Context: an optimization exercise on an open-source flow, tuned for small area and a short achievable clock period. The choices shown serve that exercise and are no tape-out recipe. At most, simulation tests tie the RTL to the original design; equivalence was not proved. Only the layout flow was run in run 2; the RTL was not checked for function there. Power figures rest on the tool's default switching activity, not on a simulated workload.

==> flow/design.v, too long to show whole: its modules and the start of the top module <==
// module fa: 4 lines
// module ha: 4 lines
// module top_fp_mul_N32_M23_E8: 1298 lines
module top_fp_mul_N32_M23_E8(input  wire clk,
                             input  wire [31:0] a1,
                             input  wire [31:0] b1,
                             output wire [31:0] y);
  // ...
==> flow/flow/run.sh <==
#!/bin/bash
bash standard.sh MATCH_CELL_FOOTPRINT=0 "BUFFER_PORTS_ARGS=-buffer_cell sky130_fd_sc_hd__buf_2" finish > standard.log 2>&1
==> flow/standard.sh <==
#!/bin/bash
# synth_recipe.tcl (not shown) runs the flow's synth.tcl, then flattens the netlist and writes it again
# the make line also repeats each setting of config.mk as NAME=value (left out here)
make -C /OpenROAD-flow-scripts/flow DESIGN_CONFIG=/design/flow/config.mk WORK_HOME=/design/flow/orfs CLKGATE_MAP_FILE= SYNTH_SCRIPT=/design/flow/synth_recipe.tcl "${@:-finish}"
==> flow/config.mk <==
export PLATFORM = sky130hd
export DESIGN_NAME = top_fp_mul_N32_M23_E8
export DESIGN_NICKNAME = top_fp_mul_N32_M23_E8
export VERILOG_FILES = /design/flow/design.v
export SDC_FILE = /design/flow/constraint.sdc
export NUM_CORES = 4
export LEC_CHECK = 0
export ABC_AREA = 1
export CAP_MARGIN = 20
export CORE_MARGIN = 2
export CORE_UTILIZATION = 40
export CTS_CLUSTER_SIZE = 30
export PLACE_DENSITY = 0.75
export SETUP_SLACK_MARGIN = 3.75
export SLEW_MARGIN = 70
export SYNTH_HIERARCHICAL = 1
==> flow/constraint.sdc <==
create_clock -name core_clock -period 8.5 [get_ports {clk}]
set_input_delay 1.7000 -clock core_clock [delete_from_list [all_inputs] [get_ports {clk}]]
set_output_delay 1.7000 -clock core_clock [all_outputs]
set_load 0.01 [all_outputs]
==> summary.md, run 1 <==
| Metric | Value |
|---|---|
| Commonest non-fill, non-tap cell in the layout | `xor2_1` |
| CTS tree | `built` |
| Synthesized cell area | `between 0.015 and 0.02 sq mm` |
| Maxcap violations | `0` |
| DR WL/cell | `around 22 um` |
| R2r worst-path depth | `17` |
| Placed Cells incl. Taps | `2337` |
| Met2 WL post-DR | `between 20 and 25 mm` |
| Actual slew at the worst max-slew pin | `roughly 0.48 ns` |
| Post-CTS Setup Repair Bufs | `2` |
| Detailed-route via count | `between 10000 and 15000` |
| Pins Over Slew Limit | `0` |
| Cell family with most CP delay | `adder cells` |
| Global route hottest layer | `met2` |
| Fill cells | `a little under 4000` |
| Outcome | `timing/DRC/antenna clean` |
| Clock Skew | `roughly 0.020 ns` |
| Largest register FFs | `25` |
| First-pass GRT wire length | `80.6 mm` |
| CP Launch Type | `register` |
| Seq_cells | `around 130` |
| Clock power share | `between 10% and 20%` |
| Clock buf count | `17` |
| Seq/Total Area, Yosys | `around 15%` |
| Root Buffer | `clkbuf_16` |
| Clock Latency Late Sink | `approximately 0.44 ns` |
| CP Capture Point | `y[12]` |
| Die width | `about 210 um` |
==> run 2: changes to the inputs <==
--- a/flow/design.v
+++ b/flow/design.v
@@ -1230,17 +1230,60 @@
   fa u569 (.a(c559), .b(s566), .ci(c561), .s(s568), .co(c569));
   fa u571 (.a(n10), .b(c565), .ci(pp10[24]), .s(s570), .co(c571));
   fa u573 (.a(pp11[22]), .b(c567), .ci(s570), .s(s572), .co(c573));
   fa u575 (.a(nneg[10]), .b(ra[20]), .ci(ra[21]), .s(s574), .co(c575));
   fa u577 (.a(pp11[23]), .b(s574), .ci(c571), .s(s576), .co(c577));
   fa u579 (.a(n11), .b(c575), .ci(pp11[24]), .s(s578), .co(c579));
   wire [21:0] lx = {c211, c191, s188, c155, c139, c123, c109, c95, s92, c71, c61, c51, s48, c35, s32, s26, s20, s16, c13, pp1[0], pp0[1], neg[0]};
   wire [21:0] ly = {s230, s210, s190, s172, s154, s138, s122, s108, s94, s82, s70, s60, s50, s42, s34, s28, s22, s18, s14, s12, 1'b0, pp0[0]};
-  wire [22:0] lsum = {1'b0, lx} + {1'b0, ly};
+  wire cg1 = (lx[1] & ly[1]) | ((lx[1] | ly[1]) & (lx[0] & ly[0]));
+  wire cp1 = (lx[1] | ly[1]) & (lx[0] | ly[0]);
+  wire cg2 = (lx[3] & ly[3]) | ((lx[3] | ly[3]) & (lx[2] & ly[2]));
+  wire cp2 = (lx[3] | ly[3]) & (lx[2] | ly[2]);
+  wire cg3 = cg2 | (cp2 & cg1);
+  wire cp3 = cp2 & cp1;
+  wire cg4 = (lx[4] & ly[4]) | ((lx[4] | ly[4]) & cg3);
+  wire cp4 = (lx[4] | ly[4]) & cp3;
+  wire cg5 = (lx[5] & ly[5]) | ((lx[5] | ly[5]) & cg4);
+  wire cp5 = (lx[5] | ly[5]) & cp4;
+  wire cg6 = (lx[6] & ly[6]) | ((lx[6] | ly[6]) & cg5);
+  wire cp6 = (lx[6] | ly[6]) & cp5;
+  wire cg7 = (lx[7] & ly[7]) | ((lx[7] | ly[7]) & cg6);
+  wire cp7 = (lx[7] | ly[7]) & cp6;
+  wire cg8 = (lx[8] & ly[8]) | ((lx[8] | ly[8]) & cg7);
+  wire cp8 = (lx[8] | ly[8]) & cp7;
+  wire cg9 = (lx[9] & ly[9]) | ((lx[9] | ly[9]) & cg8);
+  wire cp9 = (lx[9] | ly[9]) & cp8;
+  wire cg10 = (lx[11] & ly[11]) | ((lx[11] | ly[11]) & (lx[10] & ly[10]));
+  wire cp10 = (lx[11] | ly[11]) & (lx[10] | ly[10]);
+  wire cg11 = (lx[12] & ly[12]) | ((lx[12] | ly[12]) & cg10);
+  wire cp11 = (lx[12] | ly[12]) & cp10;
+  wire cg12 = (lx[13] & ly[13]) | ((lx[13] | ly[13]) & cg11);
+  wire cp12 = (lx[13] | ly[13]) & cp11;
+  wire cg13 = (lx[14] & ly[14]) | ((lx[14] | ly[14]) & cg12);
+  wire cp13 = (lx[14] | ly[14]) & cp12;
+  wire cg14 = (lx[16] & ly[16]) | ((lx[16] | ly[16]) & (lx[15] & ly[15]));
+  wire cp14 = (lx[16] | ly[16]) & (lx[15] | ly[15]);
+  wire cg15 = (lx[18] & ly[18]) | ((lx[18] | ly[18]) & (lx[17] & ly[17]));
+  wire cp15 = (lx[18] | ly[18]) & (lx[17] | ly[17]);
+  wire cg16 = cg13 | (cp13 & cg9);
+  wire cp16 = cp13 & cp9;
+  wire cg17 = cg15 | (cp15 & cg14);
+  wire cp17 = cp15 & cp14;
+  wire cg18 = (lx[19] & ly[19]) | ((lx[19] | ly[19]) & cg17);
+  wire cp18 = (lx[19] | ly[19]) & cp17;
+  wire cg19 = (lx[21] & ly[21]) | ((lx[21] | ly[21]) & (lx[20] & ly[20]));
+  wire cp19 = (lx[21] | ly[21]) & (lx[20] | ly[20]);
+  wire cg20 = cg18 | (cp18 & cg16);
+  wire cp20 = cp18 & cp16;
+  wire cg21 = cg19 | (cp19 & cg20);
+  wire cp21 = cp19 & cp20;
+  wire [22:22] lsum;
+  assign lsum[22] = cg21;
   wire [0:0] mx = {c231};
   wire [0:0] my = {s250};
   wire [24:0] hx = {(c579 ^ n11), (c577 ^ s578), (c573 ^ s576), (c569 ^ s572), (c563 ^ s568), (c557 ^ s562), (c549 ^ s556), (c541 ^ s548), (c531 ^ s540), (c521 ^ s530), (c509 ^ s520), (c497 ^ s508), (c483 ^ s496), (c469 ^ s482), (c453 ^ s468), (c437 ^ s452), (c419 ^ s436), (c401 ^ s418), (c381 ^ s400), (c361 ^ s380), (c339 ^ s360), (c317 ^ s338), c295, c273, s272};
   wire [23:0] hy = {(c579 & n11), (c577 & s578), (c573 & s576), (c569 & s572), (c563 & s568), (c557 & s562), (c549 & s556), (c541 & s548), (c531 & s540), (c521 & s530), (c509 & s520), (c497 & s508), (c483 & s496), (c469 & s482), (c453 & s468), (c437 & s452), (c419 & s436), (c401 & s418), (c381 & s400), (c361 & s380), (c339 & s360), (c317 & s338), s316, s294};
   reg  [24:0] rx;           
   reg  [23:0] ry;
   reg  [0:0] rmx, rmy;     
   reg         rcj, rS2, rs2;
==> run 2 against run 1 <==
Sequential share of layout area up 0.18 points; clock-buffer cell count up 1; fmax up 0.55%; setup slack better by 0.025 ns; highest routed layer unchanged; register-to-register slack better by 0.07 ns; critical path depth up 3; total power down 0.32%.
==> summary.md, run 2 <==
| Metric | Value |
|---|---|
| Vias in the first global route | `14300 (about the same)` |
| Top post-synthesis cells by count | `xor2_1, fa_1, o22ai_1, nand2_1, inv_1 (unchanged)` |
| Rel. slew slack | `69.9% (was 67.9%)` |
| Leak pwr | `0.00793 uW (was 0.00809 uW)` |
| PwrDens | `412 mW/mm^2 (was 408 mW/mm^2)` |
| Placed Cells incl. Taps | `2308 (was 2337)` |
| Commonest non-fill, non-tap cell in the layout | `xor2_1 (unchanged)` |
| Unrepaired setup endpoints after global routing | `yes (unchanged)` |
| Clock buffer count from CTS | `17 (unchanged)` |
| GRT Residual Overflow | `0 (unchanged)` |
| Die width | `207 um (was 209 um)` |
| Floorplan row count | `74 (unchanged)` |
| Fin. Hold Viols | `0 (unchanged)` |
| VDD IR max | `0.000235 V (was 0.000217 V)` |
| Clock Skew | `0.0141 ns (was 0.0198 ns)` |
| Synthesized cell area | `0.0164 sq mm (was 0.0167 sq mm)` |
| Top cells by area, synth | `fa_1, xor2_1, dfxtp_1, o22ai_1, ha_1 (unchanged)` |
| Clk buf depth | `2 (unchanged)` |
| Highest-delay cell along the critical path | `ha_2 (was fa_1)` |
| Fmax | `218 MHz (was 217 MHz)` |
| Initial Utilization | `40.3% (was 40.8%)` |
| Tmin final | `4.59 ns (was 4.61 ns)` |
| # IOs | `97 (unchanged)` |
| Top reg by flops | `rx (unchanged)` |
| Synth top area share | `32.8% (was 32.2%)` |
| Pins Over Slew Limit | `0 (unchanged)` |
| Antenna violations before repair | `1 (unchanged)` |
| Count leader, synth | `xor2_1 (unchanged)` |
| CP Data Arrival Time | `2.89 ns (was 2.91 ns)` |
| Seq/Total Area, Yosys | `15.7% (was 15.4%)` |
| Post-route ant nets | `0 (unchanged)` |
| Fin cells | `2350 (was 2371)` |
| H-tree Lvls | `4 (unchanged)` |
| Syn Area/Cell | `9.22 sq um (was 9.19 sq um)` |
| Largest register FFs | `25 (unchanged)` |
| Outcome | `timing/DRC/antenna clean (unchanged)` |
| Worst Path Required | `6.80 ns (about the same)` |
| Sinks on Clock Net | `129 (unchanged)` |
| Drt first pass iters | `6 (was 5)` |
| Syn Inst Count | `1782 (was 1821)` |
| Clock Latency Late Sink | `0.42 ns (was 0.44 ns)` |
| Area growth from synthesis to layout | `10.2% (was 9.68%)` |
| CP peak stage delay | `0.38 ns (was 0.49 ns)` |
| Fin crit share | `54.0% (was 54.2%)` |
| Post-synth EDFFs | `0 (unchanged)` |
| Fill cells | `3772 (was 3867)` |
| Clock transition at path regs | `0.06 ns (was 0.07 ns)` |
| Vias per Instance | `5.97 (was 5.77)` |
| # hold bufs at CTS | `0 (unchanged)` |
| CP Cell Sequence | `ha_2, nand2_1, nor2_1, nand2_1, inv_1, nand2_2, inv_2, nand3_2, nand4_1, buf_6, nand2_8, inv_8, nand2_1, nand2_1, buf_2 (was fa_1, ha_1, inv_1, nand2_2, inv_1, nor2_4, o21ai_0, nand2_1, xor2_1, nand2_1, nand2_1, buf_2)` |
| Element type at the critical path end | `output pin (unchanged)` |
| # setup viols final | `0 (unchanged)` |
| Layout cells sized above 1 | `13.3% (was 13.1%)` |
| DR WL/cell | `22.0 um (was 21.6 um)` |
| GRT Util Overall | `24.3% (was 23.8%)` |
| Met3 Use GR | `9.06% (was 7.32%)` |
| Worst reg2reg setup slack | `3.99 ns (was 3.92 ns)` |
| Hold Path Class | `reg2reg (unchanged)` |
| Layout Utilization | `44.5% (was 44.7%)` |
| Pin count of the biggest net entering global routing | `46 (was 32)` |
| Cell mode on critical path | `nand2_1 (unchanged)` |
| Crit Path Max Fanout | `17 (was 10)` |
| Met1 Usage GRT | `31.9% (was 31.3%)` |
| Root Buffer | `clkbuf_16 (unchanged)` |
| Overall die area | `0.0427 sq mm (was 0.0435 sq mm)` |
| Core area | `0.0407 sq mm (was 0.0410 sq mm)` |
| Nets | `2197 (was 2239)` |
| Flops & latches, synth | `129 (unchanged)` |
| Maxcap violations | `0 (unchanged)` |
| DR iter-0 viols | `2016 (was 1386)` |
| Dominant cell type by area after synthesis | `fa_1 (unchanged)` |
| Async set or reset register ratio after synthesis | `0% (unchanged)` |
| Die H | `207 um (was 209 um)` |
| WS Path Type | `reg2out (unchanged)` |
| Yosys cell types | `49 (was 41)` |
| Post-Syn Nets | `2175 (was 2234)` |
| Setup TNS | `0 ns (unchanged)` |
| Detailed-route via count | `14000 (was 13700)` |
| Detailed Route WL | `51.6 mm (was 51.2 mm)` |
| Dpl hpwl | `36.4 mm (was 38.8 mm)` |
| Top Registers | `rx: 25 flops, ra: 23 flops, ry: 23 flops (unchanged)` |
| CP Launch Type | `register (unchanged)` |
| Global route hottest layer | `met2 (unchanged)` |
| CTS tree | `built (unchanged)` |
| Post-route DRC | `0 (unchanged)` |
| First-pass GRT wire length | `80.1 mm (was 80.6 mm)` |
| # port buffers | `96 (unchanged)` |
| Yosys warns | `7 (unchanged)` |
| Area occupied by multi-input gates | `0.0128 sq mm (was 0.0131 sq mm)` |
| Actual slew at the worst max-slew pin | `0.450 ns (was 0.480 ns)` |
| M2 GR Usage | `36.8% (was 37.3%)` |
| Reg area | `0.00258 sq mm (about the same)` |
| GP Congestion | `0.943 (was 0.971)` |
| Most frequent cells in the layout | `xor2_1, fa_1, o22ai_1 (unchanged)` |
| Dominant synthesized flop cell | `dfxtp_1 (unchanged)` |
run 2: metrics by stage:
| step | hold WS (ns) | worst slack [ns] | power, uW | cell area, sq um |
|---|---|---|---|---|
| after global routing | 0.334 | 3.69 | 8280 | 18100 |
| final | 0.325 | 3.91 | 7450 | 18100 |
| after global placement | 0.310 | 3.85 | 6210 | 17300 |
| after floorplan | 0.310 | 4.22 | 4860 | 16400 |
| after CTS | 0.326 | 3.74 | 7380 | 18000 |
| after detailed placement | 0.312 | 3.78 | 6510 | 17400 |
run 2: power breakdown:
| part | switching (uW) | internal, uW |
|---|---|---|
| registers | 155 | 861 |
| clock network | 281 | 412 |
| logic | 3250 | 2490 |
| total | 3690 | 3760 |
run 2: cell type report:
cell class,count,area share (%)
inverter,159,3.53
clock buffer,18,2.43
multi-input combinational,1360,70.8
sequential,129,14.3
tap,532,3.68
antenna,1,0.0138
clock inverter,14,0.712
timing repair buffer,137,4.58
run 2: cell families after synthesis:
| kind of cell | after synthesis | share of synthesized area, % |
|---|---|---|
| xor gates and xnor gates | 319 | 17.0 |
| AOI/OAI and AO/OA | 380 | 14.2 |
| DFF | 129 | 15.7 |
| buffers and inverters | 296 | 7.09 |
| and+or+nand+nor | 325 | 8.40 |
| adders and majority gates | 328 | 37.3 |
| muxes | 5 | 0.343 |
run 2: path summary, 6_finish.rpt:
kind,startpoint,end,depth (start not counted)
setup / recovery,ry[1]$_DFF_P_,y[4],15
hold / removal,re[0]$_DFF_P_,re2[0]$_DFF_P_,0
hold reg to reg,re[0]$_DFF_P_,re2[0]$_DFF_P_,0
setup reg to reg,ra[0]$_DFF_P_,rcj$_DFF_P_,17
run 2: critical path, delay by kind of cell (launching register included):
kind                     cells  cell delay [ns]
buffers and inverters        5             0.69
adder cells (fa/ha/maj)      1             0.38
flip-flops                   1             0.31
AND/OR/NAND/NOR              9             1.09
run 2: repair_timing:
action                                  in CTS  in global routing
pin swaps                                    2                  4
gates resized for setup                      6                 12
endpoints found under the setup margin      11                 31
buffers inserted                             2                  3
cloned                                       0                  3
run 2: layer usage:
| metal | vias up | wire [um] |
|---|---|---|
| met5 | - | 0 |
| met4 | 0 | 1850 |
| met3 | 184 | 7570 |
| met2 | 1130 | 22300 |
| met1 | 6777 | 19900 |
| li1 | 5949 | - |
run 2: per-module statistics from Yosys, one instance, submodules excluded:
| module | area [sq um] | copies in the design | flip-flops and latches |
|---|---|---|---|
| ha | 12.5 | 20 | 0 |
| top_fp_mul_N32_M23_E8 | 10900 | 1 | 129 |
| fa | 20.0 | 264 | 0 |

[static timing again, ports no longer ideal]
The results above use ideal ports. As a check the final layouts listed here were re-extracted and re-timed, cells and wires unchanged.
Step 1, drivers: a clkbuf_16 drives clk and a buf_2 each remaining input, both assumed.
Step 2 also shifts input and output timing later by t, the mid clock arrival at the registers, as if the neighbouring blocks saw the same clock.
a / b / c = ideal ports / drivers / drivers and shift; a / b = the first two.
run	t (ns)	setup slack, ns	clock arrival spread, ns
run 1	0.481	3.889 / 3.839 / 3.925	0.020 / 0.019
run 2	0.464	3.914 / 3.867 / 3.990	0.015 / 0.015
After both steps every run listed still meets setup and hold.
